Source: an optimization exercise on an open RTL-to-GDS flow (aim: small area). Production flows keep margins and buffers that such runs may drop.
In this exercise RTL edits were held to simulation tests only and were not proved equivalent to the original.
Power is estimated from default activity; no workload was simulated.

File: config.mk
export PLATFORM = sky130hd
export DESIGN_NAME = boxing_top
export DESIGN_NICKNAME = boxing_top
export VERILOG_FILES = /design/flow/design.v
export SDC_FILE = /design/flow/constraint.sdc
export NUM_CORES = 4
export LEC_CHECK = 0
export ABC_AREA = 1
export CAP_MARGIN = 20
export CORE_MARGIN = 2
export CORE_UTILIZATION = 60
export SLEW_MARGIN = 20
export BUFFER_PORTS_ARGS = -buffer_cell sky130_fd_sc_hd__buf_1
export CTS_ARGS = -sink_clustering_enable -repair_clock_nets -dont_use_dummy_load -buf_list sky130_fd_sc_hd__clkbuf_8 -sink_clustering_size 35 -sink_clustering_max_diameter 500
File: constraint.sdc
create_clock -name core_clock -period 10.0 [get_ports {clk}]
set_input_delay 2.0000 -clock core_clock [delete_from_list [all_inputs] [get_ports {clk}]]
set_output_delay 2.0000 -clock core_clock [all_outputs]
set_load 0.01 [all_outputs]
File: design.v
module boxing_top(clk, rst_n, ps2k_clk, ps2k_data, state1, state2, led1, led2, p1_tens, p1_ones, p2_tens, p2_ones, win);
  input clk;
  wire clk;
  input rst_n;
  wire rst_n;
  input ps2k_clk;
  wire ps2k_clk;
  input ps2k_data;
  wire ps2k_data;
  output [1:0] state1;
  wire [1:0] state1;
  output [1:0] state2;
  wire [1:0] state2;
  output [4:0] led1;
  wire [4:0] led1;
  output [4:0] led2;
  wire [4:0] led2;
  output [3:0] p1_tens;
  wire [3:0] p1_tens;
  output [3:0] p1_ones;
  wire [3:0] p1_ones;
  output [3:0] p2_tens;
  wire [3:0] p2_tens;
  output [3:0] p2_ones;
  wire [3:0] p2_ones;
  output win;
  wire win;
  reg [1:0] act1;
  reg [1:0] act2;
  reg brk;
  reg [2:0] cd;
  reg [3:0] cnt;
  reg [2:0] lc1;
  reg [2:0] lc2;
  reg [3:0] num;
  reg [2:0] ph;
  reg [4:0] pt;
  reg r0;
  reg r1;
  reg r2;
  reg [2:0] rl;
  reg [1:0] sd1;
  reg [1:0] sd2;
  reg [3:0] tmp;
  reg [4:0] \u_p1.d ;
  wire [2:0] \u_p1.f ;
  reg \u_p1.nw ;
  reg [2:0] \u_p1.o ;
  reg \u_p1.trig ;
  reg [4:0] \u_p2.d ;
  wire [2:0] \u_p2.f ;
  reg \u_p2.nw ;
  reg [2:0] \u_p2.o ;
  reg \u_p2.trig ;
  reg vs;
  wire xg0;
  wire xg1;
  wire xg10;
  wire xg100;
  wire xg101;
  wire xg102;
  wire xg103;
  wire xg104;
  wire xg105;
  wire xg106;
  wire xg107;
  wire xg108;
  wire xg109;
  wire xg11;
  wire xg110;
  wire xg111;
  wire xg112;
  wire xg113;
  wire xg114;
  wire xg115;
  wire xg116;
  wire xg117;
  wire xg118;
  wire xg119;
  wire xg12;
  wire xg120;
  wire xg121;
  wire xg122;
  wire xg123;
  wire xg124;
  wire xg125;
  wire xg126;
  wire xg127;
  wire xg128;
  wire xg129;
  wire xg13;
  wire xg130;
  wire xg131;
  wire xg132;
  wire xg133;
  wire xg134;
  wire xg135;
  wire xg136;
  wire xg137;
  wire xg138;
  wire xg139;
  wire xg14;
  wire xg140;
  wire xg141;
  wire xg142;
  wire xg143;
  wire xg144;
  wire xg145;
  wire xg146;
  wire xg147;
  wire xg148;
  wire xg149;
  wire xg15;
  wire xg150;
  wire xg151;
  wire xg152;
  wire xg153;
  wire xg154;
  wire xg155;
  wire xg156;
  wire xg157;
  wire xg158;
  wire xg159;
  wire xg16;
  wire xg160;
  wire xg161;
  wire xg162;
  wire xg163;
  wire xg164;
  wire xg165;
  wire xg166;
  wire xg167;
  wire xg168;
  wire xg169;
  wire xg17;
  wire xg170;
  wire xg171;
  wire xg172;
  wire xg173;
  wire xg174;
  wire xg175;
  wire xg176;
  wire xg177;
  wire xg178;
  wire xg179;
  wire xg18;
  wire xg180;
  wire xg181;
  wire xg182;
  wire xg183;
  wire xg184;
  wire xg185;
  wire xg186;
  wire xg187;
  wire xg188;
  wire xg189;
  wire xg19;
  wire xg190;
  wire xg191;
  wire xg192;
  wire xg193;
  wire xg194;
  wire xg195;
  wire xg196;
  wire xg197;
  wire xg198;
  wire xg199;
  wire xg2;
  wire xg20;
  wire xg200;
  wire xg201;
  wire xg202;
  wire xg203;
  wire xg204;
  wire xg205;
  wire xg206;
  wire xg207;
  wire xg208;
  wire xg209;
  wire xg21;
  wire xg210;
  wire xg211;
  wire xg212;
  wire xg213;
  wire xg214;
  wire xg215;
  wire xg216;
  wire xg217;
  wire xg218;
  wire xg219;
  wire xg22;
  wire xg220;
  wire xg221;
  wire xg222;
  wire xg223;
  wire xg224;
  wire xg225;
  wire xg226;
  wire xg227;
  wire xg228;
  wire xg229;
  wire xg23;
  wire xg230;
  wire xg231;
  wire xg232;
  wire xg233;
  wire xg234;
  wire xg235;
  wire xg236;
  wire xg237;
  wire xg238;
  wire xg239;
  wire xg24;
  wire xg240;
  wire xg241;
  wire xg242;
  wire xg243;
  wire xg244;
  wire xg245;
  wire xg246;
  wire xg247;
  wire xg248;
  wire xg249;
  wire xg25;
  wire xg250;
  wire xg251;
  wire xg252;
  wire xg253;
  wire xg254;
  wire xg255;
  wire xg256;
  wire xg257;
  wire xg258;
  wire xg259;
  wire xg26;
  wire xg260;
  wire xg261;
  wire xg262;
  wire xg263;
  wire xg264;
  wire xg265;
  wire xg266;
  wire xg267;
  wire xg268;
  wire xg269;
  wire xg27;
  wire xg270;
  wire xg271;
  wire xg272;
  wire xg273;
  wire xg274;
  wire xg275;
  wire xg276;
  wire xg277;
  wire xg278;
  wire xg279;
  wire xg28;
  wire xg280;
  wire xg281;
  wire xg282;
  wire xg283;
  wire xg284;
  wire xg285;
  wire xg286;
  wire xg287;
  wire xg288;
  wire xg289;
  wire xg29;
  wire xg290;
  wire xg291;
  wire xg292;
  wire xg293;
  wire xg294;
  wire xg295;
  wire xg296;
  wire xg297;
  wire xg298;
  wire xg299;
  wire xg3;
  wire xg30;
  wire xg300;
  wire xg301;
  wire xg302;
  wire xg303;
  wire xg304;
  wire xg305;
  wire xg306;
  wire xg307;
  wire xg308;
  wire xg309;
  wire xg31;
  wire xg310;
  wire xg311;
  wire xg312;
  wire xg313;
  wire xg314;
  wire xg315;
  wire xg316;
  wire xg317;
  wire xg318;
  wire xg319;
  wire xg32;
  wire xg320;
  wire xg321;
  wire xg322;
  wire xg323;
  wire xg324;
  wire xg325;
  wire xg326;
  wire xg327;
  wire xg328;
  wire xg329;
  wire xg33;
  wire xg330;
  wire xg331;
  wire xg332;
  wire xg333;
  wire xg334;
  wire xg335;
  wire xg336;
  wire xg337;
  wire xg338;
  wire xg339;
  wire xg34;
  wire xg340;
  wire xg341;
  wire xg342;
  wire xg343;
  wire xg344;
  wire xg345;
  wire xg346;
  wire xg347;
  wire xg348;
  wire xg349;
  wire xg35;
  wire xg350;
  wire xg351;
  wire xg352;
  wire xg353;
  wire xg354;
  wire xg355;
  wire xg356;
  wire xg357;
  wire xg358;
  wire xg359;
  wire xg36;
  wire xg360;
  wire xg361;
  wire xg362;
  wire xg363;
  wire xg364;
  wire xg365;
  wire xg366;
  wire xg367;
  wire xg368;
  wire xg369;
  wire xg37;
  wire xg370;
  wire xg371;
  wire xg372;
  wire xg373;
  wire xg374;
  wire xg375;
  wire xg376;
  wire xg377;
  wire xg378;
  wire xg379;
  wire xg38;
  wire xg380;
  wire xg381;
  wire xg382;
  wire xg383;
  wire xg384;
  wire xg385;
  wire xg386;
  wire xg387;
  wire xg388;
  wire xg389;
  wire xg39;
  wire xg390;
  wire xg391;
  wire xg392;
  wire xg393;
  wire xg394;
  wire xg395;
  wire xg396;
  wire xg397;
  wire xg398;
  wire xg399;
  wire xg4;
  wire xg40;
  wire xg400;
  wire xg401;
  wire xg402;
  wire xg403;
  wire xg404;
  wire xg405;
  wire xg406;
  wire xg407;
  wire xg408;
  wire xg409;
  wire xg41;
  wire xg410;
  wire xg411;
  wire xg412;
  wire xg413;
  wire xg414;
  wire xg415;
  wire xg416;
  wire xg417;
  wire xg418;
  wire xg419;
  wire xg42;
  wire xg420;
  wire xg421;
  wire xg422;
  wire xg423;
  wire xg424;
  wire xg425;
  wire xg426;
  wire xg427;
  wire xg428;
  wire xg429;
  wire xg43;
  wire xg430;
  wire xg431;
  wire xg432;
  wire xg433;
  wire xg434;
  wire xg435;
  wire xg436;
  wire xg437;
  wire xg438;
  wire xg439;
  wire xg44;
  wire xg440;
  wire xg441;
  wire xg442;
  wire xg443;
  wire xg444;
  wire xg445;
  wire xg446;
  wire xg447;
  wire xg448;
  wire xg449;
  wire xg45;
  wire xg450;
  wire xg451;
  wire xg452;
  wire xg453;
  wire xg454;
  wire xg455;
  wire xg456;
  wire xg457;
  wire xg458;
  wire xg459;
  wire xg46;
  wire xg460;
  wire xg461;
  wire xg462;
  wire xg463;
  wire xg464;
  wire xg465;
  wire xg466;
  wire xg467;
  wire xg468;
  wire xg469;
  wire xg47;
  wire xg470;
  wire xg471;
  wire xg472;
  wire xg473;
  wire xg474;
  wire xg475;
  wire xg476;
  wire xg477;
  wire xg478;
  wire xg479;
  wire xg48;
  wire xg480;
  wire xg481;
  wire xg482;
  wire xg483;
  wire xg484;
  wire xg485;
  wire xg486;
  wire xg487;
  wire xg488;
  wire xg489;
  wire xg49;
  wire xg490;
  wire xg491;
  wire xg492;
  wire xg493;
  wire xg494;
  wire xg495;
  wire xg496;
  wire xg497;
  wire xg498;
  wire xg499;
  wire xg5;
  wire xg50;
  wire xg500;
  wire xg501;
  wire xg502;
  wire xg503;
  wire xg504;
  wire xg505;
  wire xg506;
  wire xg507;
  wire xg508;
  wire xg509;
  wire xg51;
  wire xg510;
  wire xg511;
  wire xg512;
  wire xg513;
  wire xg514;
  wire xg515;
  wire xg516;
  wire xg517;
  wire xg518;
  wire xg519;
  wire xg52;
  wire xg520;
  wire xg521;
  wire xg522;
  wire xg523;
  wire xg524;
  wire xg525;
  wire xg526;
  wire xg527;
  wire xg528;
  wire xg529;
  wire xg53;
  wire xg530;
  wire xg531;
  wire xg532;
  wire xg533;
  wire xg534;
  wire xg535;
  wire xg536;
  wire xg537;
  wire xg538;
  wire xg539;
  wire xg54;
  wire xg55;
  wire xg56;
  wire xg57;
  wire xg58;
  wire xg59;
  wire xg6;
  wire xg60;
  wire xg61;
  wire xg62;
  wire xg63;
  wire xg64;
  wire xg65;
  wire xg66;
  wire xg67;
  wire xg68;
  wire xg69;
  wire xg7;
  wire xg70;
  wire xg71;
  wire xg72;
  wire xg73;
  wire xg74;
  wire xg75;
  wire xg76;
  wire xg77;
  wire xg78;
  wire xg79;
  wire xg8;
  wire xg80;
  wire xg81;
  wire xg82;
  wire xg83;
  wire xg84;
  wire xg85;
  wire xg86;
  wire xg87;
  wire xg88;
  wire xg89;
  wire xg9;
  wire xg90;
  wire xg91;
  wire xg92;
  wire xg93;
  wire xg94;
  wire xg95;
  wire xg96;
  wire xg97;
  wire xg98;
  wire xg99;
  assign xg519 = 4'h1 >> { xg147, xg248 };
  assign xg518 = 4'h2 >> { xg247, xg288 };
  assign xg517 = 4'h1 >> { xg518, xg144 };
  assign xg516 = 4'h4 >> { xg517, xg519 };
  assign xg515 = 4'h8 >> { xg516, xg533 };
  assign xg514 = 4'h1 >> { xg515, xg520 };
  assign xg513 = 4'h4 >> { xg514, xg523 };
  assign xg398 = 4'hd >> { xg513, rst_n };
  assign xg512 = 4'h8 >> { xg169, xg183 };
  assign xg511 = 4'h8 >> { xg512, brk };
  assign xg510 = 4'h1 >> { xg512, tmp[3] };
  assign xg509 = 4'h2 >> { xg510, rst_n };
  assign xg397 = 4'h4 >> { xg509, xg511 };
  assign xg508 = 4'h1 >> { xg185, cd[0] };
  assign xg507 = 4'h1 >> { xg182, xg209 };
  assign xg506 = 4'h1 >> { xg507, xg206 };
  assign xg505 = 4'h2 >> { xg506, xg185 };
  assign xg504 = 4'h4 >> { xg222, ps2k_data };
  assign xg503 = 4'h2 >> { xg504, xg505 };
  assign xg396 = 4'h1 >> { xg503, xg508 };
  assign xg502 = 4'h4 >> { xg161, cd[0] };
  assign xg501 = 4'h8 >> { xg502, brk };
  assign xg443 = 4'h1 >> { xg502, tmp[2] };
  assign xg444 = 4'h2 >> { xg443, rst_n };
  assign xg395 = 4'h4 >> { xg444, xg501 };
  assign xg445 = 4'h2 >> { xg505, cd[2] };
  assign xg446 = 4'h8 >> { xg503, xg222 };
  assign xg394 = 4'he >> { xg446, xg445 };
  assign xg447 = 4'h8 >> { xg161, cd[0] };
  assign xg448 = 4'h8 >> { xg447, brk };
  assign xg449 = 4'h1 >> { xg447, tmp[1] };
  assign xg450 = 4'h2 >> { xg449, rst_n };
  assign xg393 = 4'h4 >> { xg450, xg448 };
  assign xg451 = 4'h1 >> { xg178, cnt[0] };
  assign xg392 = 4'hd >> { xg451, rst_n };
  assign xg452 = 4'h4 >> { xg248, pt[1] };
  assign xg453 = 4'h2 >> { xg452, xg149 };
  assign xg454 = 4'h1 >> { xg453, xg355 };
  assign xg455 = 4'h8 >> { xg454, xg533 };
  assign xg456 = 4'h1 >> { xg455, pt[0] };
  assign xg457 = 4'h8 >> { xg530, sd1[1] };
  assign xg458 = 4'h1 >> { xg457, pt[0] };
  assign xg459 = 4'h2 >> { xg458, xg455 };
  assign xg460 = 4'h8 >> { xg131, xg308 };
  assign xg461 = 4'h2 >> { xg460, rst_n };
  assign xg462 = 4'h4 >> { xg461, xg459 };
  assign xg391 = 4'h4 >> { xg462, xg456 };
  assign xg463 = 4'h1 >> { ph[0], ph[1] };
  assign xg464 = 4'h2 >> { xg153, rst_n };
  assign xg390 = 4'h4 >> { xg464, xg463 };
  assign xg389 = 4'h4 >> { rst_n, ph[0] };
  assign xg465 = 4'h4 >> { rl[2], rl[0] };
  assign xg466 = 4'h4 >> { xg157, xg159 };
  assign xg388 = 4'h4 >> { xg466, xg465 };
  assign xg467 = 4'h2 >> { xg361, rst_n };
  assign xg387 = 4'hb >> { xg467, xg179 };
  assign xg468 = 4'h8 >> { xg187, num[1] };
  assign xg469 = 4'h2 >> { xg468, rst_n };
  assign xg470 = 4'h8 >> { num[1], num[3] };
  assign xg471 = 4'h2 >> { xg470, xg187 };
  assign xg472 = 4'h1 >> { xg471, num[0] };
  assign xg473 = 4'h8 >> { xg187, num[0] };
  assign xg474 = 4'h2 >> { xg473, rst_n };
  assign xg384 = 4'h4 >> { xg474, xg472 };
  assign xg475 = 4'h1 >> { xg384, xg469 };
  assign xg476 = 4'h4 >> { rst_n, num[3] };
  assign xg477 = 4'h8 >> { xg476, xg475 };
  assign xg478 = 4'h1 >> { xg477, num[2] };
  assign xg479 = 4'h8 >> { xg475, num[2] };
  assign xg386 = 4'h1 >> { xg479, xg478 };
  assign xg480 = 4'h1 >> { xg473, num[1] };
  assign xg385 = 4'h1 >> { xg480, xg475 };
  assign xg481 = 4'h1 >> { xg82, \u_p1.o [2] };
  assign xg383 = 4'h2 >> { xg481, xg78 };
  assign xg482 = 4'h4 >> { xg109, \u_p1.f [0] };
  assign xg483 = 4'h1 >> { xg482, xg316 };
  assign xg484 = 4'h1 >> { xg483, xg324 };
  assign xg485 = 4'h8 >> { xg99, \u_p1.d [3] };
  assign xg486 = 4'h2 >> { xg357, \u_p1.d [4] };
  assign xg487 = 4'h1 >> { xg486, xg485 };
  assign xg382 = 4'hb >> { xg487, xg484 };
  assign xg488 = 4'h2 >> { xg357, lc1[2] };
  assign xg489 = 4'h8 >> { xg357, \u_p1.o [2] };
  assign xg381 = 4'he >> { xg489, xg488 };
  assign xg490 = 4'h2 >> { xg357, \u_p1.nw  };
  assign xg380 = 4'he >> { xg490, xg316 };
  assign xg379 = 4'h8 >> { state1[1], rst_n };
  assign xg491 = 4'h2 >> { xg120, \u_p1.trig  };
  assign xg492 = 4'h4 >> { \u_p1.o [2], \u_p1.trig  };
  assign xg493 = 4'h4 >> { xg492, lc1[2] };
  assign xg494 = 4'h8 >> { xg493, xg120 };
  assign xg495 = 4'h1 >> { xg494, xg491 };
  assign xg378 = 4'h2 >> { xg495, rst_n };
  assign xg496 = 4'h1 >> { cd[0], cd[1] };
  assign xg497 = 4'h4 >> { xg496, cd[2] };
  assign xg498 = 4'h8 >> { xg470, rst_n };
  assign xg377 = 4'h4 >> { xg498, xg497 };
  assign xg499 = 4'h8 >> { xg469, num[3] };
  assign xg500 = 4'h8 >> { xg477, num[2] };
  assign xg376 = 4'he >> { xg500, xg499 };
  always @(posedge clk)
    sd2[1] <= xg407;
  always @(posedge clk)
    rl[0] <= xg388;
  always @(posedge clk)
    \u_p2.nw  <= xg408;
  always @(posedge clk)
    lc2[2] <= xg409;
  always @(posedge clk)
    \u_p2.d [4] <= xg410;
  always @(posedge clk)
    \u_p2.o [2] <= xg411;
  always @(posedge clk)
    \u_p1.nw  <= xg380;
  always @(posedge clk)
    \u_p2.o [1] <= xg412;
  always @(posedge clk)
    ph[0] <= xg389;
  always @(posedge clk)
    \u_p2.d [0] <= xg413;
  always @(posedge clk)
    \u_p2.d [1] <= xg414;
  always @(posedge clk)
    \u_p2.d [2] <= xg415;
  always @(posedge clk)
    \u_p2.d [3] <= xg416;
  always @(posedge clk)
    lc2[0] <= xg417;
  always @(posedge clk)
    lc2[1] <= xg418;
  reg xg1115;
  always @(posedge clk)
    xg1115 <= xg419;
  assign \u_p2.f [0] = xg1115;
  always @(posedge clk)
    ph[1] <= xg390;
  assign xg372 = 4'h2 >> { sd2[0], sd2[1] };
  always @(posedge clk)
    sd2[0] <= xg420;
  always @(posedge clk)
    pt[0] <= xg391;
  always @(posedge clk)
    \u_p1.o [0] <= xg421;
  always @(posedge clk)
    lc1[2] <= xg381;
  always @(posedge clk)
    \u_p1.o [1] <= xg422;
  always @(posedge clk)
    cnt[0] <= xg392;
  always @(posedge clk)
    \u_p1.d [0] <= xg423;
  always @(posedge clk)
    \u_p1.d [1] <= xg424;
  always @(posedge clk)
    \u_p1.d [2] <= xg425;
  always @(posedge clk)
    \u_p1.d [3] <= xg426;
  always @(posedge clk)
    lc1[0] <= xg427;
  assign xg373 = 4'h4 >> { xg374, lc2[1] };
  always @(posedge clk)
    lc1[1] <= xg428;
  reg xg1131;
  always @(posedge clk)
    xg1131 <= xg429;
  assign \u_p1.f [0] = xg1131;
  always @(posedge clk)
    tmp[1] <= xg393;
  always @(posedge clk)
    sd1[0] <= xg430;
  always @(posedge clk)
    \u_p1.d [4] <= xg382;
  always @(posedge clk)
    pt[4] <= xg431;
  always @(posedge clk)
    cd[2] <= xg394;
  always @(posedge clk)
    ph[2] <= xg432;
  always @(posedge clk)
    rl[1] <= xg433;
  assign xg375 = 4'h2 >> { lc2[2], sd2[0] };
  always @(posedge clk)
    tmp[2] <= xg395;
  always @(posedge clk)
    brk <= xg434;
  always @(posedge clk)
    \u_p1.o [2] <= xg383;
  always @(posedge clk)
    tmp[0] <= xg435;
  always @(posedge clk)
    cd[0] <= xg396;
  always @(posedge clk)
    cnt[3] <= xg436;
  always @(posedge clk)
    act1[1] <= xg437;
  always @(posedge clk)
    tmp[3] <= xg397;
  always @(posedge clk)
    act2[1] <= xg438;
  always @(posedge clk)
    \u_p1.trig  <= xg378;
  always @(posedge clk)
    cd[1] <= xg439;
  always @(posedge clk)
    pt[1] <= xg398;
  always @(posedge clk)
    r0 <= xg440;
  assign xg374 = 4'h1 >> { lc2[0], lc2[2] };
  always @(posedge clk)
    r1 <= xg441;
  always @(posedge clk)
    r2 <= xg442;
  always @(posedge clk)
    num[0] <= xg384;
  always @(posedge clk)
    rl[2] <= xg399;
  always @(posedge clk)
    pt[2] <= xg400;
  always @(posedge clk)
    num[3] <= xg376;
  always @(posedge clk)
    pt[3] <= xg401;
  always @(posedge clk)
    num[1] <= xg385;
  always @(posedge clk)
    act2[0] <= xg402;
  always @(posedge clk)
    sd1[1] <= xg379;
  assign xg371 = 4'h4 >> { xg372, xg373 };
  assign xg370 = 4'h1 >> { xg371, xg375 };
  always @(posedge clk)
    act1[0] <= xg403;
  always @(posedge clk)
    num[2] <= xg386;
  always @(posedge clk)
    cnt[1] <= xg404;
  always @(posedge clk)
    \u_p2.o [0] <= xg405;
  always @(posedge clk)
    vs <= xg377;
  always @(posedge clk)
    \u_p2.trig  <= xg406;
  always @(posedge clk)
    cnt[2] <= xg387;
  assign xg369 = 4'h4 >> { lc2[1], sd2[1] };
  assign xg368 = 4'h8 >> { xg369, lc2[0] };
  assign xg367 = 4'h8 >> lc2[1:0];
  assign xg366 = 4'h8 >> { sd2[0], sd2[1] };
  assign xg365 = 4'h4 >> { xg366, xg367 };
  assign xg364 = 4'h1 >> { xg365, xg368 };
  assign xg363 = 4'h4 >> { xg364, xg370 };
  assign xg362 = 4'h1 >> cnt[1:0];
  assign xg361 = 4'h2 >> { xg362, cnt[2] };
  assign xg360 = 4'h4 >> { cnt[3], cnt[1] };
  assign xg359 = 4'h8 >> { xg360, xg361 };
  assign led2[1] = 4'he >> { xg359, xg363 };
  assign xg358 = 4'h2 >> { ph[2], ph[0] };
  assign xg357 = 4'h4 >> { xg358, ph[1] };
  assign xg356 = 4'h4 >> { sd2[0], \u_p2.f [0] };
  assign xg355 = 4'h1 >> { sd2[0], sd2[1] };
  assign xg354 = 4'h4 >> { xg355, \u_p2.f [0] };
  assign xg353 = 4'h1 >> { xg354, \u_p2.nw  };
  assign xg352 = 4'h8 >> { xg353, \u_p2.trig  };
  assign xg351 = 4'h1 >> act2;
  assign xg350 = 4'h2 >> { xg351, xg354 };
  assign xg349 = 4'h1 >> { sd2[1], \u_p2.trig  };
  assign xg348 = 4'h8 >> { xg349, xg356 };
  assign xg347 = 4'h8 >> { xg348, xg351 };
  assign xg346 = 4'h1 >> { xg347, xg350 };
  assign xg345 = 4'h4 >> { xg346, xg352 };
  assign xg344 = 4'h2 >> { xg345, xg356 };
  assign xg343 = 4'h8 >> { xg344, xg357 };
  assign xg342 = 4'h2 >> { \u_p2.nw , \u_p2.trig  };
  assign xg341 = 4'h8 >> { xg342, xg357 };
  assign xg340 = 4'h8 >> { xg341, sd2[1] };
  assign xg339 = 4'h4 >> { xg357, sd2[1] };
  assign xg338 = 4'h2 >> { \u_p2.f [0], act2[0] };
  assign xg337 = 4'h8 >> { xg338, xg339 };
  assign xg336 = 4'h1 >> { xg337, sd2[0] };
  assign xg335 = 4'h4 >> { xg336, xg340 };
  assign state2[0] = 4'h1 >> { xg335, xg343 };
  assign xg334 = 4'h1 >> { act1[1], \u_p1.trig  };
  assign xg333 = 4'h2 >> { xg334, sd1[0] };
  assign xg332 = 4'h1 >> { \u_p1.f [0], act1[0] };
  assign xg331 = 4'h4 >> { xg332, xg333 };
  assign xg330 = 4'h8 >> { xg331, act1[1] };
  assign xg329 = 4'h2 >> { \u_p1.nw , \u_p1.trig  };
  assign xg328 = 4'h8 >> { xg329, sd1[0] };
  assign xg327 = 4'h2 >> { xg328, sd1[1] };
  assign xg326 = 4'h8 >> { xg328, \u_p1.f [0] };
  assign xg325 = 4'h1 >> { xg326, xg327 };
  assign xg324 = 4'h4 >> { xg325, xg330 };
  assign xg323 = 4'h8 >> { xg324, xg331 };
  assign xg322 = 4'h1 >> { \u_p1.f [0], sd1[1] };
  assign xg321 = 4'h4 >> { xg322, sd1[0] };
  assign xg320 = 4'h1 >> { xg321, xg329 };
  assign xg319 = 4'h2 >> { xg320, xg323 };
  assign xg318 = 4'h4 >> { xg320, xg323 };
  assign xg317 = 4'h1 >> { xg318, xg319 };
  assign xg316 = 4'h8 >> { xg317, xg357 };
  assign xg315 = 4'h2 >> { sd1[0], sd1[1] };
  assign xg314 = 4'h8 >> { xg321, act1[0] };
  assign xg313 = 4'h1 >> { xg314, xg315 };
  assign xg312 = 4'h2 >> { xg313, xg316 };
  assign xg311 = 4'h8 >> { xg316, xg325 };
  assign xg310 = 4'h2 >> { xg311, sd1[0] };
  assign state1[0] = 4'he >> { xg310, xg312 };
  assign xg309 = 4'h4 >> pt[4:3];
  assign xg308 = 4'h4 >> { xg309, pt[2] };
  assign p1_tens[1] = 4'h2 >> { xg308, pt[4] };
  assign xg307 = 4'h1 >> pt[2:1];
  assign xg306 = 4'h8 >> { xg307, xg309 };
  assign xg305 = 4'h2 >> pt[4:3];
  assign xg304 = 4'h4 >> { xg305, pt[1] };
  assign xg303 = 4'h2 >> { pt[4], pt[2] };
  assign xg302 = 4'h4 >> { xg303, xg304 };
  assign p1_ones[2] = 4'he >> { xg302, xg306 };
  assign p1_ones[0] = 4'h2 >> { p1_tens[1], pt[0] };
  assign xg301 = 4'h4 >> { xg375, lc2[1] };
  assign xg300 = 4'h2 >> { xg374, sd2[0] };
  assign xg299 = 4'h2 >> { xg300, lc2[1] };
  assign xg298 = 4'h1 >> { xg299, xg301 };
  assign xg297 = 4'h8 >> { lc2[0], sd2[1] };
  assign xg296 = 4'h4 >> { xg297, xg298 };
  assign xg295 = 4'h8 >> { xg372, lc2[2] };
  assign xg294 = 4'h1 >> { xg295, xg359 };
  assign xg293 = 4'h4 >> { xg375, sd2[1] };
  assign xg292 = 4'h8 >> { xg293, xg373 };
  assign xg291 = 4'h2 >> { xg292, xg294 };
  assign led2[3] = 4'hb >> { xg291, xg296 };
  assign xg290 = 4'h8 >> { xg315, lc1[2] };
  assign xg289 = 4'h1 >> { xg290, xg359 };
  assign xg288 = 4'h4 >> { sd1[0], sd1[1] };
  assign xg287 = 4'h4 >> { xg288, lc1[2] };
  assign xg286 = 4'h4 >> { xg287, lc1[1] };
  assign xg285 = 4'h1 >> { lc1[0], lc1[2] };
  assign xg284 = 4'h2 >> { xg285, sd1[0] };
  assign xg283 = 4'h2 >> { xg284, sd1[1] };
  assign xg282 = 4'h8 >> { xg283, lc1[1] };
  assign xg281 = 4'h1 >> { xg282, xg286 };
  assign led1[2] = 4'h7 >> { xg281, xg289 };
  assign xg280 = 4'h4 >> { lc1[0], sd1[1] };
  assign xg279 = 4'h2 >> { lc1[2], sd1[0] };
  assign xg278 = 4'h4 >> { xg279, lc1[1] };
  assign xg277 = 4'h4 >> { xg278, xg280 };
  assign xg276 = 4'h4 >> { xg277, xg283 };
  assign xg275 = 4'h8 >> { lc1[0], lc1[1] };
  assign xg274 = 4'h8 >> { xg275, xg315 };
  assign xg273 = 4'h2 >> { xg274, xg289 };
  assign led1[3] = 4'hb >> { xg273, xg276 };
  assign xg272 = 4'h2 >> { xg375, sd2[1] };
  assign xg271 = 4'h2 >> { xg293, xg294 };
  assign led2[0] = 4'hb >> { xg271, xg272 };
  assign xg270 = 4'h4 >> { xg285, lc1[1] };
  assign xg269 = 4'h2 >> { xg270, xg315 };
  assign xg268 = 4'h1 >> { xg269, xg279 };
  assign xg267 = 4'h4 >> { xg275, sd1[1] };
  assign xg266 = 4'h8 >> { sd1[0], sd1[1] };
  assign xg265 = 4'h4 >> { xg266, xg275 };
  assign xg264 = 4'h1 >> { xg265, xg267 };
  assign xg263 = 4'h4 >> { xg264, xg268 };
  assign led1[1] = 4'he >> { xg263, xg359 };
  assign xg262 = 4'h2 >> { xg279, sd1[1] };
  assign xg261 = 4'h2 >> { xg287, xg289 };
  assign led1[0] = 4'hb >> { xg261, xg262 };
  assign xg260 = 4'h1 >> { xg293, xg299 };
  assign xg259 = 4'h1 >> { xg260, xg369 };
  assign led2[2] = 4'hd >> { xg259, xg294 };
  assign xg258 = 4'h1 >> pt[1:0];
  assign xg257 = 4'h4 >> { xg258, pt[3] };
  assign xg256 = 4'h2 >> { xg257, p1_tens[1] };
  assign win = 4'h4 >> { xg257, p1_ones[2] };
  assign xg255 = 4'h4 >> { win, pt[2] };
  assign p2_tens[1] = 4'he >> { xg255, xg256 };
  assign xg254 = 4'h8 >> pt[1:0];
  assign xg253 = 4'h1 >> { xg254, pt[2] };
  assign xg252 = 4'h2 >> { xg253, pt[3] };
  assign xg251 = 4'h1 >> { xg252, pt[4] };
  assign p2_tens[0] = 4'h4 >> { xg251, p2_tens[1] };
  assign xg250 = 4'h8 >> { xg270, sd1[0] };
  assign led1[4] = 4'hd >> { xg250, xg261 };
  assign xg249 = 4'h1 >> pt[4:3];
  assign xg248 = 4'h4 >> { xg249, pt[2] };
  assign xg247 = 4'h1 >> { xg254, xg258 };
  assign xg246 = 4'h8 >> { xg247, xg248 };
  assign xg245 = 4'h8 >> { xg249, pt[1] };
  assign xg244 = 4'h4 >> { xg305, xg307 };
  assign p1_tens[0] = 4'he >> { xg244, xg308 };
  assign xg243 = 4'h4 >> { p1_tens[0], pt[1] };
  assign p1_ones[1] = 4'he >> { xg243, xg245 };
  assign xg242 = 4'h8 >> { p1_ones[1], pt[0] };
  assign xg241 = 4'h1 >> { xg242, p1_ones[2] };
  assign xg240 = 4'h1 >> { xg253, pt[4] };
  assign xg239 = 4'h8 >> { xg240, xg241 };
  assign p2_ones[3] = 4'he >> { xg239, xg246 };
  assign xg238 = 4'h8 >> { xg242, p1_ones[2] };
  assign p2_ones[2] = 4'h1 >> { xg238, xg241 };
  assign xg237 = 4'h2 >> { xg324, xg357 };
  assign xg236 = 4'h2 >> { xg357, sd1[1] };
  assign state1[1] = 4'he >> { xg236, xg237 };
  assign xg235 = 4'h2 >> { xg247, p2_tens[0] };
  assign xg234 = 4'h4 >> { xg247, p2_tens[1] };
  assign xg233 = 4'h4 >> { xg234, p2_tens[0] };
  assign p2_ones[1] = 4'he >> { xg233, xg235 };
  assign xg232 = 4'h4 >> { xg301, lc2[0] };
  assign led2[4] = 4'hd >> { xg232, xg271 };
  assign xg231 = 4'h1 >> { xg304, xg308 };
  assign p1_ones[3] = 4'h1 >> { xg231, xg243 };
  assign xg230 = 4'h2 >> { xg357, sd2[1] };
  assign xg229 = 4'h1 >> { \u_p2.f [0], act2[0] };
  assign xg228 = 4'h1 >> { xg229, sd2[0] };
  assign xg227 = 4'h1 >> { xg228, xg345 };
  assign xg226 = 4'h1 >> { xg227, sd2[1] };
  assign xg225 = 4'h1 >> { xg226, xg344 };
  assign xg224 = 4'h8 >> { xg225, xg357 };
  assign state2[1] = 4'he >> { xg224, xg230 };
  assign xg442 = 4'h8 >> { r1, rst_n };
  assign xg441 = 4'h8 >> { r0, rst_n };
  assign xg440 = 4'h8 >> { ps2k_clk, rst_n };
  assign xg223 = 4'h1 >> num[2:1];
  assign xg222 = 4'h8 >> { xg223, num[0] };
  assign xg221 = 4'h4 >> { xg222, num[3] };
  assign xg220 = 4'h4 >> { cd[0], num[0] };
  assign xg219 = 4'h8 >> { xg220, cd[2] };
  assign xg218 = 4'h2 >> { xg219, num[1] };
  assign xg217 = 4'h1 >> { xg218, cd[1] };
  assign xg216 = 4'h2 >> { xg217, num[2] };
  assign xg215 = 4'h1 >> { cd[0], num[1] };
  assign xg214 = 4'h2 >> { cd[1], num[0] };
  assign xg213 = 4'h1 >> { xg214, xg215 };
  assign xg212 = 4'h1 >> { xg213, cd[2] };
  assign xg211 = 4'h4 >> cd[2:1];
  assign xg210 = 4'h4 >> num[1:0];
  assign xg209 = 4'h8 >> { xg210, xg211 };
  assign xg208 = 4'h1 >> { xg209, num[2] };
  assign xg207 = 4'h4 >> { xg208, xg212 };
  assign xg206 = 4'h1 >> { xg207, xg216 };
  assign xg205 = 4'h2 >> num[2:1];
  assign xg204 = 4'h8 >> { xg205, xg220 };
  assign xg203 = 4'h2 >> { cd[0], num[0] };
  assign xg202 = 4'h1 >> { xg203, num[1] };
  assign xg201 = 4'h2 >> { xg220, num[2] };
  assign xg200 = 4'h4 >> { xg201, xg202 };
  assign xg199 = 4'h1 >> { xg200, xg204 };
  assign xg198 = 4'h2 >> cd[2:1];
  assign xg197 = 4'h4 >> { xg198, xg199 };
  assign xg196 = 4'h1 >> { xg197, xg206 };
  assign xg195 = 4'h4 >> { xg196, ps2k_data };
  assign xg194 = 4'h2 >> { num[0], num[3] };
  assign xg193 = 4'h2 >> { xg194, xg223 };
  assign xg192 = 4'h2 >> { xg196, ps2k_data };
  assign xg191 = 4'h1 >> { xg192, xg193 };
  assign xg190 = 4'h4 >> { xg191, xg195 };
  assign xg189 = 4'h1 >> { xg190, xg221 };
  assign xg188 = 4'h2 >> { xg223, num[3] };
  assign xg187 = 4'h2 >> { r1, r2 };
  assign xg186 = 4'h4 >> { xg187, xg188 };
  assign xg185 = 4'h4 >> { xg186, xg189 };
  assign xg184 = 4'h2 >> { cd[2], cd[0] };
  assign xg183 = 4'h4 >> { xg184, cd[1] };
  assign xg182 = 4'h8 >> { xg183, xg205 };
  assign xg181 = 4'h2 >> { xg182, xg185 };
  assign xg180 = 4'h1 >> { xg185, cd[1] };
  assign xg439 = 4'h1 >> { xg180, xg181 };
  assign xg179 = 4'h4 >> { xg362, cnt[2] };
  assign xg178 = 4'h4 >> { xg179, cnt[3] };
  assign xg177 = 4'h4 >> { xg178, tmp[1] };
  assign xg176 = 4'h1 >> { xg178, act2[1] };
  assign xg175 = 4'h2 >> { xg176, rst_n };
  assign xg438 = 4'h4 >> { xg175, xg177 };
  assign xg174 = 4'h4 >> { xg178, tmp[3] };
  assign xg173 = 4'h1 >> { xg178, act1[1] };
  assign xg172 = 4'h2 >> { xg173, rst_n };
  assign xg437 = 4'h4 >> { xg172, xg174 };
  assign xg171 = 4'h2 >> { xg178, rst_n };
  assign xg170 = 4'h2 >> { xg179, cnt[3] };
  assign xg436 = 4'hd >> { xg170, xg171 };
  assign xg169 = 4'h8 >> rl[1:0];
  assign xg168 = 4'h8 >> { xg169, xg184 };
  assign xg167 = 4'h8 >> { xg168, cd[1] };
  assign xg166 = 4'h8 >> { xg167, brk };
  assign xg165 = 4'h1 >> { xg167, tmp[0] };
  assign xg164 = 4'h2 >> { xg165, rst_n };
  assign xg435 = 4'h4 >> { xg164, xg166 };
  assign xg163 = 4'h2 >> { xg168, rst_n };
  assign xg162 = 4'h1 >> { xg169, brk };
  assign xg161 = 4'h8 >> { xg169, xg211 };
  assign xg160 = 4'h1 >> { xg161, xg162 };
  assign xg434 = 4'h8 >> { xg160, xg163 };
  assign xg159 = 4'h2 >> { rl[2], rl[0] };
  assign xg158 = 4'h8 >> { xg159, rl[1] };
  assign xg157 = 4'h8 >> { rst_n, vs };
  assign xg156 = 4'h1 >> { xg159, rl[1] };
  assign xg155 = 4'h2 >> { xg156, xg157 };
  assign xg433 = 4'h4 >> { xg155, xg158 };
  assign xg154 = 4'h8 >> { xg358, ph[1] };
  assign xg153 = 4'h8 >> { ph[0], ph[1] };
  assign xg152 = 4'h2 >> { xg153, ph[2] };
  assign xg151 = 4'h1 >> { xg152, xg154 };
  assign xg432 = 4'h2 >> { xg151, rst_n };
  assign xg150 = 4'h8 >> { xg247, sd1[1] };
  assign xg149 = 4'h1 >> { sd1[0], sd1[1] };
  assign xg148 = 4'h4 >> { xg149, pt[1] };
  assign xg147 = 4'h1 >> { xg148, xg150 };
  assign xg146 = 4'h4 >> { xg147, xg258 };
  assign xg145 = 4'h8 >> { xg266, \u_p1.nw  };
  assign xg144 = 4'h8 >> { xg145, xg154 };
  assign xg143 = 4'h1 >> { xg144, xg146 };
  assign xg142 = 4'h8 >> { xg366, \u_p2.nw  };
  assign xg141 = 4'h8 >> { xg142, xg154 };
  assign xg140 = 4'h4 >> { xg141, pt[2] };
  assign xg139 = 4'h8 >> { xg140, xg143 };
  assign xg138 = 4'h8 >> { xg139, xg309 };
  assign xg137 = 4'h2 >> { xg138, rst_n };
  assign xg136 = 4'h8 >> { sd2[1], pt[0] };
  assign xg135 = 4'h1 >> { xg136, pt[1] };
  assign xg134 = 4'h1 >> { sd2[1], pt[0] };
  assign xg133 = 4'h8 >> { xg134, sd2[0] };
  assign xg132 = 4'h1 >> { xg133, xg135 };
  assign xg131 = 4'h8 >> { xg132, xg144 };
  assign xg130 = 4'h8 >> { xg131, pt[2] };
  assign xg129 = 4'h8 >> { xg130, pt[3] };
  assign xg128 = 4'h1 >> { xg129, pt[4] };
  assign xg127 = 4'h8 >> { xg129, pt[4] };
  assign xg126 = 4'h1 >> { xg127, xg128 };
  assign xg431 = 4'h8 >> { xg126, xg137 };
  assign xg430 = 4'h8 >> { state1[0], rst_n };
  assign xg125 = 4'h2 >> { xg322, xg357 };
  assign xg124 = 4'h2 >> { xg125, xg329 };
  assign xg123 = 4'h2 >> { xg329, \u_p1.f [0] };
  assign xg122 = 4'h1 >> { xg123, xg124 };
  assign xg121 = 4'h4 >> { xg122, xg323 };
  assign xg120 = 4'h2 >> { xg321, xg357 };
  assign xg119 = 4'h1 >> { xg120, \u_p1.f [0] };
  assign xg118 = 4'h2 >> { xg119, rst_n };
  assign xg429 = 4'h4 >> { xg118, xg121 };
  assign xg117 = 4'h2 >> { xg357, lc1[1] };
  assign xg116 = 4'h8 >> { xg357, \u_p1.o [1] };
  assign xg428 = 4'he >> { xg116, xg117 };
  assign xg115 = 4'h2 >> { xg357, lc1[0] };
  assign xg114 = 4'h8 >> { xg357, \u_p1.o [0] };
  assign xg427 = 4'he >> { xg114, xg115 };
  assign xg113 = 4'h1 >> { \u_p1.d [4], \u_p1.d [2] };
  assign xg112 = 4'h1 >> { \u_p1.d [3], \u_p1.d [1] };
  assign xg111 = 4'h8 >> { xg112, xg113 };
  assign xg110 = 4'h8 >> { xg111, \u_p1.d [0] };
  assign xg109 = 4'h8 >> { xg110, xg357 };
  assign xg108 = 4'h4 >> { xg266, \u_p1.f [0] };
  assign xg107 = 4'h2 >> { xg108, xg109 };
  assign xg106 = 4'h4 >> { xg107, xg317 };
  assign xg105 = 4'h1 >> { xg106, xg311 };
  assign xg104 = 4'h1 >> { xg328, \u_p1.f [0] };
  assign xg103 = 4'h4 >> { xg104, xg323 };
  assign xg102 = 4'h4 >> { xg103, xg105 };
  assign xg101 = 4'h8 >> { xg102, xg324 };
  assign xg100 = 4'h2 >> { xg357, \u_p1.d [3] };
  assign xg99 = 4'h2 >> { xg317, xg357 };
  assign xg98 = 4'h8 >> { xg99, \u_p1.d [2] };
  assign xg97 = 4'h1 >> { xg98, xg100 };
  assign xg426 = 4'hb >> { xg97, xg101 };
  assign xg96 = 4'h2 >> { xg357, \u_p1.d [2] };
  assign xg95 = 4'h8 >> { xg99, \u_p1.d [1] };
  assign xg94 = 4'h1 >> { xg95, xg96 };
  assign xg425 = 4'hb >> { xg94, xg102 };
  assign xg93 = 4'h2 >> { xg111, \u_p1.d [0] };
  assign xg92 = 4'h8 >> { xg93, xg99 };
  assign xg91 = 4'h2 >> { xg357, \u_p1.d [1] };
  assign xg90 = 4'h1 >> { xg91, xg92 };
  assign xg424 = 4'hb >> { xg90, xg102 };
  assign xg89 = 4'h8 >> { \u_p1.d [4], \u_p1.d [2] };
  assign xg88 = 4'h1 >> { xg89, xg113 };
  assign xg87 = 4'h8 >> { xg88, xg99 };
  assign xg86 = 4'h2 >> { xg357, \u_p1.d [0] };
  assign xg85 = 4'h1 >> { xg86, xg87 };
  assign xg423 = 4'h7 >> { xg85, xg105 };
  assign xg84 = 4'h8 >> { xg109, \u_p1.o [0] };
  assign xg83 = 4'h1 >> { xg84, \u_p1.o [1] };
  assign xg82 = 4'h8 >> { xg84, \u_p1.o [1] };
  assign xg81 = 4'h1 >> { xg321, \u_p1.nw  };
  assign xg80 = 4'h2 >> { xg81, xg357 };
  assign xg79 = 4'h8 >> { xg109, \u_p1.o [2] };
  assign xg78 = 4'h1 >> { xg79, xg80 };
  assign xg77 = 4'h4 >> { xg78, xg82 };
  assign xg422 = 4'h4 >> { xg77, xg83 };
  assign xg76 = 4'h1 >> { \u_p1.o [2], \u_p1.o [0] };
  assign xg75 = 4'h1 >> { xg76, \u_p1.nw  };
  assign xg74 = 4'h2 >> { xg75, xg120 };
  assign xg73 = 4'h8 >> { xg74, xg110 };
  assign xg72 = 4'h2 >> { xg109, \u_p1.o [0] };
  assign xg71 = 4'h4 >> { xg72, xg80 };
  assign xg421 = 4'he >> { xg71, xg73 };
  assign xg420 = 4'h8 >> { state2[0], rst_n };
  assign xg70 = 4'h2 >> { xg341, \u_p2.f [0] };
  assign xg69 = 4'h8 >> { xg339, xg344 };
  assign xg68 = 4'h1 >> { xg69, xg70 };
  assign xg419 = 4'h2 >> { xg68, rst_n };
  assign xg67 = 4'h2 >> { xg357, lc2[1] };
  assign xg66 = 4'h8 >> { xg357, \u_p2.o [1] };
  assign xg418 = 4'he >> { xg66, xg67 };
  assign xg65 = 4'h8 >> { xg357, \u_p2.o [0] };
  assign xg64 = 4'h2 >> { xg357, lc2[0] };
  assign xg417 = 4'he >> { xg64, xg65 };
  assign xg63 = 4'h4 >> { \u_p2.d [0], \u_p2.d [1] };
  assign xg62 = 4'h4 >> { xg63, \u_p2.d [3] };
  assign xg61 = 4'h1 >> { \u_p2.d [4], \u_p2.d [2] };
  assign xg60 = 4'h8 >> { xg61, xg62 };
  assign xg59 = 4'h4 >> { xg60, \u_p2.f [0] };
  assign xg58 = 4'h2 >> { xg59, xg345 };
  assign xg57 = 4'h2 >> { xg58, xg357 };
  assign xg56 = 4'h8 >> { xg57, state2[0] };
  assign xg55 = 4'h4 >> { xg56, xg225 };
  assign xg54 = 4'h2 >> { xg357, \u_p2.d [3] };
  assign xg53 = 4'h8 >> { xg345, xg357 };
  assign xg52 = 4'h8 >> { xg53, \u_p2.d [2] };
  assign xg51 = 4'h1 >> { xg52, xg54 };
  assign xg416 = 4'hb >> { xg51, xg55 };
  assign xg50 = 4'h8 >> { xg57, xg225 };
  assign xg49 = 4'h8 >> { xg50, xg335 };
  assign xg48 = 4'h1 >> { xg49, xg55 };
  assign xg47 = 4'h8 >> { xg53, \u_p2.d [1] };
  assign xg46 = 4'h2 >> { xg357, \u_p2.d [2] };
  assign xg45 = 4'h1 >> { xg46, xg47 };
  assign xg415 = 4'h7 >> { xg45, xg48 };
  assign xg44 = 4'h2 >> { xg60, \u_p2.d [0] };
  assign xg43 = 4'h8 >> { xg44, xg53 };
  assign xg42 = 4'h2 >> { xg357, \u_p2.d [1] };
  assign xg41 = 4'h1 >> { xg42, xg43 };
  assign xg414 = 4'h7 >> { xg41, xg48 };
  assign xg40 = 4'h8 >> { xg50, state2[0] };
  assign xg39 = 4'h1 >> { xg357, \u_p2.d [0] };
  assign xg38 = 4'h8 >> { \u_p2.d [4], \u_p2.d [2] };
  assign xg37 = 4'h4 >> { xg61, xg62 };
  assign xg36 = 4'h1 >> { xg37, xg38 };
  assign xg35 = 4'h2 >> { xg36, xg53 };
  assign xg34 = 4'h1 >> { xg35, xg39 };
  assign xg413 = 4'h4 >> { xg34, xg40 };
  assign xg33 = 4'h2 >> { xg60, xg353 };
  assign xg32 = 4'h2 >> { xg33, xg357 };
  assign xg31 = 4'h2 >> { xg32, \u_p2.o [1] };
  assign xg30 = 4'h8 >> { \u_p2.o [0], \u_p2.o [1] };
  assign xg29 = 4'h8 >> { xg60, xg65 };
  assign xg28 = 4'h1 >> { xg29, \u_p2.o [1] };
  assign xg27 = 4'h4 >> { xg353, \u_p2.o [2] };
  assign xg26 = 4'h4 >> { xg27, xg28 };
  assign xg25 = 4'h4 >> { xg26, xg30 };
  assign xg412 = 4'he >> { xg25, xg31 };
  assign xg24 = 4'h2 >> { xg32, \u_p2.o [2] };
  assign xg23 = 4'h2 >> { xg412, xg26 };
  assign xg411 = 4'he >> { xg23, xg24 };
  assign xg22 = 4'h8 >> { xg53, \u_p2.d [3] };
  assign xg21 = 4'h2 >> { xg357, \u_p2.d [4] };
  assign xg20 = 4'h1 >> { xg21, xg22 };
  assign xg410 = 4'hb >> { xg20, xg50 };
  assign xg19 = 4'h2 >> { xg357, lc2[2] };
  assign xg18 = 4'h8 >> { xg357, \u_p2.o [2] };
  assign xg409 = 4'he >> { xg18, xg19 };
  assign xg17 = 4'h1 >> { xg357, \u_p2.nw  };
  assign xg408 = 4'h1 >> { xg17, xg53 };
  assign xg407 = 4'h8 >> { state2[1], rst_n };
  assign xg16 = 4'h2 >> { xg354, xg357 };
  assign xg15 = 4'h2 >> { xg16, \u_p2.trig  };
  assign xg14 = 4'h1 >> { lc2[2], \u_p2.trig  };
  assign xg13 = 4'h8 >> { xg14, \u_p2.o [2] };
  assign xg12 = 4'h8 >> { xg13, xg16 };
  assign xg11 = 4'h1 >> { xg12, xg15 };
  assign xg406 = 4'h2 >> { xg11, rst_n };
  assign xg10 = 4'h2 >> { xg32, \u_p2.o [0] };
  assign xg9 = 4'h1 >> { \u_p2.o [2], \u_p2.o [0] };
  assign xg8 = 4'h1 >> { xg9, \u_p2.nw  };
  assign xg7 = 4'h2 >> { xg8, xg60 };
  assign xg6 = 4'h8 >> { xg7, xg16 };
  assign xg405 = 4'he >> { xg6, xg10 };
  assign xg5 = 4'h8 >> cnt[1:0];
  assign xg4 = 4'h1 >> { xg5, xg362 };
  assign xg404 = 4'h2 >> { xg4, xg171 };
  assign xg3 = 4'h4 >> { xg178, tmp[2] };
  assign xg2 = 4'h1 >> { xg178, act1[0] };
  assign xg1 = 4'h2 >> { xg2, rst_n };
  assign xg403 = 4'h4 >> { xg1, xg3 };
  assign xg0 = 4'h4 >> { xg178, tmp[0] };
  assign xg539 = 4'h1 >> { xg178, act2[0] };
  assign xg538 = 4'h2 >> { xg539, rst_n };
  assign xg402 = 4'h4 >> { xg538, xg0 };
  assign xg537 = 4'h1 >> { xg130, pt[3] };
  assign xg536 = 4'h1 >> { xg537, xg129 };
  assign xg535 = 4'h4 >> { xg536, xg139 };
  assign xg401 = 4'hd >> { xg535, xg137 };
  assign xg534 = 4'h1 >> { xg141, xg144 };
  assign xg533 = 4'h1 >> { xg534, win };
  assign xg532 = 4'h1 >> { xg131, xg143 };
  assign xg531 = 4'h2 >> { xg532, xg533 };
  assign xg530 = 4'h2 >> { xg144, xg248 };
  assign xg529 = 4'h1 >> { xg530, pt[2] };
  assign xg528 = 4'h2 >> { xg529, xg531 };
  assign xg527 = 4'h1 >> { xg531, pt[2] };
  assign xg526 = 4'h2 >> { xg527, rst_n };
  assign xg400 = 4'h4 >> { xg526, xg528 };
  assign xg525 = 4'h1 >> { xg169, rl[2] };
  assign xg399 = 4'h2 >> { xg525, xg157 };
  assign xg524 = 4'h4 >> { xg533, xg133 };
  assign xg523 = 4'h1 >> { xg524, pt[1] };
  assign xg522 = 4'h2 >> { xg308, sd2[1] };
  assign xg521 = 4'h4 >> { xg522, xg247 };
  assign xg520 = 4'h2 >> { xg521, xg131 };
  assign \u_p2.f [2:1] = sd2;
  assign \u_p1.f [2:1] = sd1;
  assign p2_ones[0] = p1_ones[0];
  assign p2_tens[3:2] = 2'h0;
  assign p1_tens[3:2] = 2'h0;
endmodule
File: flow/run.sh
#!/bin/bash
# Standard ORFS layout with two changes: the port buffers are buf_1 cells
# and clock tree synthesis adds no dummy loads.
set -euo pipefail
cat >> config.mk <<'EOC'
export BUFFER_PORTS_ARGS = -buffer_cell sky130_fd_sc_hd__buf_1
export CTS_ARGS = -sink_clustering_enable -repair_clock_nets -dont_use_dummy_load -buf_list sky130_fd_sc_hd__clkbuf_8 -sink_clustering_size 35 -sink_clustering_max_diameter 500
EOC
bash standard.sh finish > standard_flow.log 2>&1
File: standard.sh
#!/bin/bash
# synth_recipe.tcl (not shown) runs the flow's synth.tcl, then flattens the netlist and writes it again
# the make line also repeats each setting of config.mk as NAME=value (left out here)
make -C /OpenROAD-flow-scripts/flow DESIGN_CONFIG=/design/flow/config.mk WORK_HOME=/design/flow/orfs CLKGATE_MAP_FILE= SYNTH_SCRIPT=/design/flow/synth_recipe.tcl "${@:-finish}"
==> results of run 1 <==
layout by cell type, fill, tap and decap left out, drive strengths merged, types with 3 or more instances in the layout:
cell	count
nand3	34
a31oi	6
xor2	3
nand3b	3
buf	30
ha	6
dfxtp	67
nor2	49
o31ai	5
a21oi	27
nand2	118
nor3	13
nand4	13
o22ai	3
inv	91
clkbuf	9
o211ai	5
o21ai	60
conb	4
Yosys cell counts, drive strengths merged:
cell     number
a221oi        1
o21ai        60
nor2         49
clkbuf        4
a22oi         2
conb          1
o32ai         1
o31ai         5
nor3b         1
dfxtp        67
a311oi        2
and2          1
o22ai         3
o2111ai       1
o21a          2
a21oi        27
buf          10
nor3         13
nand2       118
nand3b        3
o211ai        5
a21o          1
inv          91
a211oi        2
xor2          3
nand4        13
nand3        34
o221ai        2
xnor2         2
a31oi         6
ha            6
final timing paths:
kind	startpoint	endpoint	slack (ps)
worst min-delay path	r0	r1	430
worst max register to register	ph[0]	u_p1.d[1]	7570
worst min register to register	r0	r1	430
worst max-delay path	ph[0]	state2[0]	5620
metal layers:
metal  up-vias  share of wire
met2        92           0.44
met1      1562           0.49
met5         -              0
met3        13          0.049
met4         0          0.016
li1       1820              -
power by group:
part	total, W	leakage (nW)	switching, W	internal (W)
logic	0.000121	1.07	0.0000773	0.0000439
clock network	0.000167	0.0647	0.0000875	0.0000800
registers	0.000314	0.546	0.0000206	0.000294
through the flow:
step           instances  cell area [µm²]
2_1_floorplan        539             3714
3_3_place_gp         630             3831
3_5_place_dp         630             3831
4_1_cts              639             3955
5_1_grt              639             3955
6_report             639             3955
state kept, by name, indices dropped and copies added (netlist names), 4 cells and up:
register and flops:
pt 5, u_p1.d 5, u_p2.d 5, cnt 4, num 4, tmp 4
worst max-delay path: cells and delay by family (launching register included):
family | cells | cell delay, ps
buffers and inverters | 2 | 240
AND/OR/NAND/NOR | 3 | 980
AO/OA/AOI/OAI | 2 | 440
flip-flops | 1 | 370
final cells by class:
type / count / area [µm²]
inverter: 91 / 349.1
multi-input combinational: 367 / 1934
timing repair buffer: 30 / 112.6
fill: 549 / 2001
sequential: 67 / 1341
tap: 75 / 93.84
clock buffer: 9 / 123.9
kinds of logic (layout without fill, tap and decap cells):
family          Yosys count  count (layout)  share of synthesized area
compound gates          120             120                     0.1920
simple gates            232             232                     0.2903
fa+ha+maj                 6               6                    0.02028
flops                    67              67                     0.3623
buf+inv                 105             130                     0.1183
other cells               1               4                   0.001013
xor+xnor                  5               5                    0.01589
==> impl_metrics.tcl, run 1 <==
set metrics [dict create \
    first_global_vias 3046 \
    coreArea_um2 5956 \
    wl_um 8103 \
    use_met3 0.04457 \
    top_usage_layer "met2" \
    total_leakage_power_nw 1.679 \
    io_buffers 30 \
    finalCritPeriodShare 0.4379 \
    met2_usage 0.4040 \
    post-route-min-period_ps 4379 \
    vias 3487 \
    syn2layout_area_growth_pct 6.827 \
    critPathSlowestCell "nor2_2" \
    cp.required_ps 8000 \
    diodes 0 \
    grt_max_degree 25 \
    cts_hold_buffers 0 \
    reg2regPathDepth 10 \
    drv_cap 0 \
    worstPathArrival_ps 2380 \
    finalSetupViolCount 0 \
    htree_levels 3 \
    postCtsSetupBuffers 0 \
    setup_tns_ps 0 \
    drc 0 \
    drive_above_1_share 0.09220 \
    cts-root-buf "clkbuf_8" \
    dp_hpwl_um 6030 \
    synthTopCellsByArea "dfxtp_1, nand2_1, inv_1, o21ai_0, nor2_1" \
    viasPerCell 5.457 \
    rows 28 \
    outcome "finished clean" \
    slowest_delay_ps 650 \
    gp_congestion 0.8801 \
    drt_pre_antenna_iters 5 \
    timing.hold.ws_ps 425.9 \
    cts_buffer_depth 2 \
    wl_per_cell_um 12.68 \
    ys_types 48 \
    yosys.area.top_type_share 0.3623 \
    initial_core_util 0.6216 \
    ant_nets 0 \
    cts_buffers 9 \
    hold_viol_final 0 \
    overflow 0 \
    path_cells "nand2_1, nor2_2, nand3_1, o211ai_1, o21ai_2, inv_2, buf_1" \
    synth_area_um2 3702 \
    endpoint_kind "primary output" \
    utilization 0.6641 \
    power.density_nw_per_um2 152.5 \
    die_h_um 82.55 \
    syn-instance-count 536 \
    cp-start-kind "flip-flop" \
    die_width_um 82.55 \
    irDropWorstVdd_mv 0.1290 \
    grt_usage 0.2557 \
    fmax_mhz 228.4 \
    cts_tree "yes" \
    nets 576 \
    die-area_um2 6815 \
    cts.sinks 67 \
    synth_top_cell_by_area "dfxtp_1" \
    maxSlewHeadroom 0.3742 \
    finalPower_w 0.0006031 \
    synth_seq_area_share 0.3623 \
    post_cts_resized 0 \
    antenna_found_initial 0 \
    yosysWarnings 1 \
    whs_path_depth 2 \
    grt_pass1_wl_um 13370 \
    synth-seq-cells 67 \
    min_path_type "flip-flop to flip-flop" \
    skew_ps 16.27 \
    post-place-ws_ps 6002 \
    clk_latency_ps 350 \
    critPathMaxFanout 22 \
    critPathKind "flip-flop to primary output" \
    gr-usage-met1 0.3437 \
    synth.avg_cell_area_um2 6.907 \
    boundaryPins 35 \
    layout_setup_ws_ps 5621 \
    rsz0062_at_grt "false" \
    first_iter_violations 249 \
    final_max_slew_viol_count 0 \
    max_slew.worst_pin.slew_ps 938.6 \
    clk_pin_slew_worst_paths_ps 70 \
]
==> run 2, diff against run 1 <==
==> flow/run.sh (replaced) <==
#!/bin/bash
# Standard ORFS layout with two changes: the port buffers are buf_1 cells
# and clock tree synthesis adds no dummy loads.
set -euo pipefail
cat >> config.mk <<'EOC'
export BUFFER_PORTS_ARGS = -buffer_cell sky130_fd_sc_hd__buf_1
export CTS_ARGS = -sink_clustering_enable -repair_clock_nets -dont_use_dummy_load -buf_list sky130_fd_sc_hd__clkbuf_16 -sink_clustering_size 70 -sink_clustering_max_diameter 500
EOC
bash standard.sh finish > standard_flow.log 2>&1
--- a/config.mk
+++ b/config.mk
@@ -11,4 +11,4 @@
 export CORE_UTILIZATION = 60
 export SLEW_MARGIN = 20
 export BUFFER_PORTS_ARGS = -buffer_cell sky130_fd_sc_hd__buf_1
-export CTS_ARGS = -sink_clustering_enable -repair_clock_nets -dont_use_dummy_load -buf_list sky130_fd_sc_hd__clkbuf_8 -sink_clustering_size 35 -sink_clustering_max_diameter 500
+export CTS_ARGS = -sink_clustering_enable -repair_clock_nets -dont_use_dummy_load -buf_list sky130_fd_sc_hd__clkbuf_16 -sink_clustering_size 70 -sink_clustering_max_diameter 500
==> run 2 against run 1 <==
  * Critical endpoint unchanged
  * Sequential power is essentially flat
  * Wire length shrank 1.1%
  * Synthesized cell count is the same
  * Final cell count is the same
==> impl_metrics.tcl, run 2 <==
set metrics [dict create \
    path_cells "nand2_1, nor2_2, nand3_1, o211ai_1, o21ai_2, inv_2, buf_1" \
    die_h_um 82.55 \
    drc 0 \
    cts.sinks 67 \
    ant_nets 0 \
    clk_pin_slew_worst_paths_ps 50 \
    postCtsSetupBuffers 0 \
    dp_hpwl_um 6030 \
    diodes 0 \
    critPathMaxFanout 22 \
    grt_usage 0.2527 \
    async_flop_share 0 \
    synth_seq_area_share 0.3623 \
    total_leakage_power_nw 1.725 \
    overflow 0 \
    endpoint_kind "primary output" \
    coreArea_um2 5956 \
    syn-instance-count 536 \
    cp.required_ps 8000 \
    clk_latency_ps 320 \
    yosysMostFrequentCell "nand2_1" \
    die-area_um2 6815 \
    drive_above_1_share 0.09220 \
    cts_tree "yes" \
    critPathKind "flip-flop to primary output" \
    yosys.area.top_type_share 0.3623 \
    irDropWorstVdd_mv 0.1309 \
    layout_common_cells "nand2_1, inv_1, dfxtp_1, o21ai_0, nor2_1" \
    post-place-ws_ps 6002 \
    finalCritPeriodShare 0.4357 \
    boundaryPins 35 \
    max_slew.worst_pin.slew_ps 937.7 \
    wl_um 8013 \
    netlist_top_cells_count "nand2_1, inv_1, dfxtp_1" \
    synthTopCellsByArea "dfxtp_1, nand2_1, inv_1, o21ai_0, nor2_1" \
    worstPathArrival_ps 2360 \
    slowest_delay_ps 670 \
    first_iter_violations 251 \
    maxSlewHeadroom 0.3748 \
    rows 28 \
    synth_ff_type "dfxtp_1" \
    vias 3480 \
    cts_hold_buffers 0 \
    finalSetupViolCount 0 \
    cts_buffer_depth 2 \
    post-route-min-period_ps 4357 \
    min_path_type "flip-flop to flip-flop" \
    cp.buffers_inverters 2 \
    path_delay_family "simple AND/OR/NAND/NOR gates" \
    final_max_slew_viol_count 0 \
    synth-seq-cells 67 \
    outcome "finished clean" \
    initial_core_util 0.6216 \
    hold_viol_final 0 \
    cts_buffers 9 \
    grt_max_degree 25 \
    wl_per_cell_um 12.54 \
    htree_levels 3 \
    synth_edf_count 0 \
    cp-start-kind "flip-flop" \
    power.density_nw_per_um2 169.8 \
    post_cts_resized 0 \
    layout_setup_ws_ps 5643 \
    viasPerCell 5.446 \
    syn2layout_area_growth_pct 9.564 \
    synth.avg_cell_area_um2 6.907 \
    critPathSlowestCell "nor2_2" \
    die_width_um 82.55 \
    ys_types 48 \
    skew_ps 11.87 \
    synth_top_cell_by_area "dfxtp_1" \
    drt_pre_antenna_iters 5 \
    first_global_vias 3003 \
    grt_pass1_wl_um 13300 \
    rsz0062_at_grt "false" \
    synth_area_um2 3702 \
    nets 576 \
    layout_commonest_cell "nand2_1" \
    io_buffers 30 \
    setup_tns_ps 0 \
    gp_congestion 0.8801 \
    yosysWarnings 1 \
    reg2reg_setup_slack_ps 7560 \
    cts-root-buf "clkbuf_16" \
    fmax_mhz 229.5 \
    antenna_found_initial 0 \
    reg_top3 "pt: 5 flops, u_p1.d: 5 flops, u_p2.d: 5 flops" \
    drv_cap 0 \
]
==> run 2: cell count changes in the layout (fill, tap and decap cells not counted) <==
| cell | delta |
|---|---|
| clkbuf_8 | -9 |
| clkbuf_16 | +9 |
==> run 2: final cells by class <==
| type | instances | area, µm² |
|---|---|---|
| Clock buffer | 9 | 225.2 |
| Tap cell | 75 | 93.84 |
| Sequential cell | 67 | 1341 |
| Inverter | 91 | 349.1 |
| Timing Repair Buffer | 30 | 112.6 |
| Multi-Input combinational cell | 367 | 1934 |
| Fill cell | 542 | 1899 |
==> run 2: where the power goes <==
group,total (W),switching [W],internal [W],leakage (nW)
Sequential,0.000315,0.0000206,0.000295,0.546
Clock,0.000253,0.0000957,0.000157,0.111
Combinational,0.000121,0.0000774,0.0000439,1.07
Total,0.000689,0.000194,0.000495,1.73
==> run 2: path summary, 6_finish.rpt <==
kind              startpoint         to  cells past startpoint
setup reg to reg       ph[0]  u_p1.d[1]                     10
hold reg to reg           r0         r1                      2
setup / recovery       ph[0]  state2[0]                      7
hold / removal            r0         r1                      2
==> run 2: per-layer routing <==
| metal | global-route usage | part of all wire | vias up | wire length [µm] |
|---|---|---|---|---|
| met4 | 0.08525 | 0.010 | 0 | 81 |
| met2 | 0.4008 | 0.44 | 100 | 3531 |
| met5 | 0 | 0 | - | 0 |
| met3 | 0.04565 | 0.053 | 7 | 427 |
| li1 | - | - | 1825 | - |
| met1 | 0.3469 | 0.50 | 1548 | 3972 |
==> run 2: through the flow <==
step	cell area [µm²]	instances	hold WS, ps	power, W	util
after global placement	3831	630	404.2	0.0004372	0.6433
after CTS	4056	639	433.4	0.0006929	0.6811
after floorplan	3714	539	390.5	0.0004111	-
after detailed placement	3831	630	415.7	0.0004400	0.6433
after global routing	4056	639	452.0	0.0007282	0.6811
final	4056	639	426.1	0.0006889	0.6811
==> run 2: cells by family (layout without fill, tap and decap cells) <==
family,after synthesis,in the layout,synth area share
buf+inv,105,130,0.1183
compound gates,120,120,0.1920
fa+ha+maj,6,6,0.02028
xor+xnor,5,5,0.01589
other cells,1,4,0.001013
flops,67,67,0.3623
simple gates,232,232,0.2903
==> run 2: tightest hold or removal path, stage by stage, from the launching register on <==
cell	delay, ps
dfxtp_1	300
nand2_1	50
inv_1	40

## re-timing with driven ports
No port has a modelled driver above. Below, the same layouts with a new extraction and two added sets of constraints.
Step 1, drivers: a clkbuf_16 drives clk and a buf_2 each remaining input, both assumed.
Step 2, shift: input delay + t, output delay - t, t = (earliest + latest rising clock arrival at the registers) / 2. This alone moves slack from input paths to output paths.
Slacks: ideal ports / drivers / drivers and shift; pairs: ideal ports / drivers.
run	t (ns)	setup slack, ns	worst setup path at the end
run 1	0.371	5.621 / 5.591 / 5.962	register to output
run 2	0.350	5.643 / 5.611 / 5.961	register to output
After both steps setup and hold are still met in every run listed.
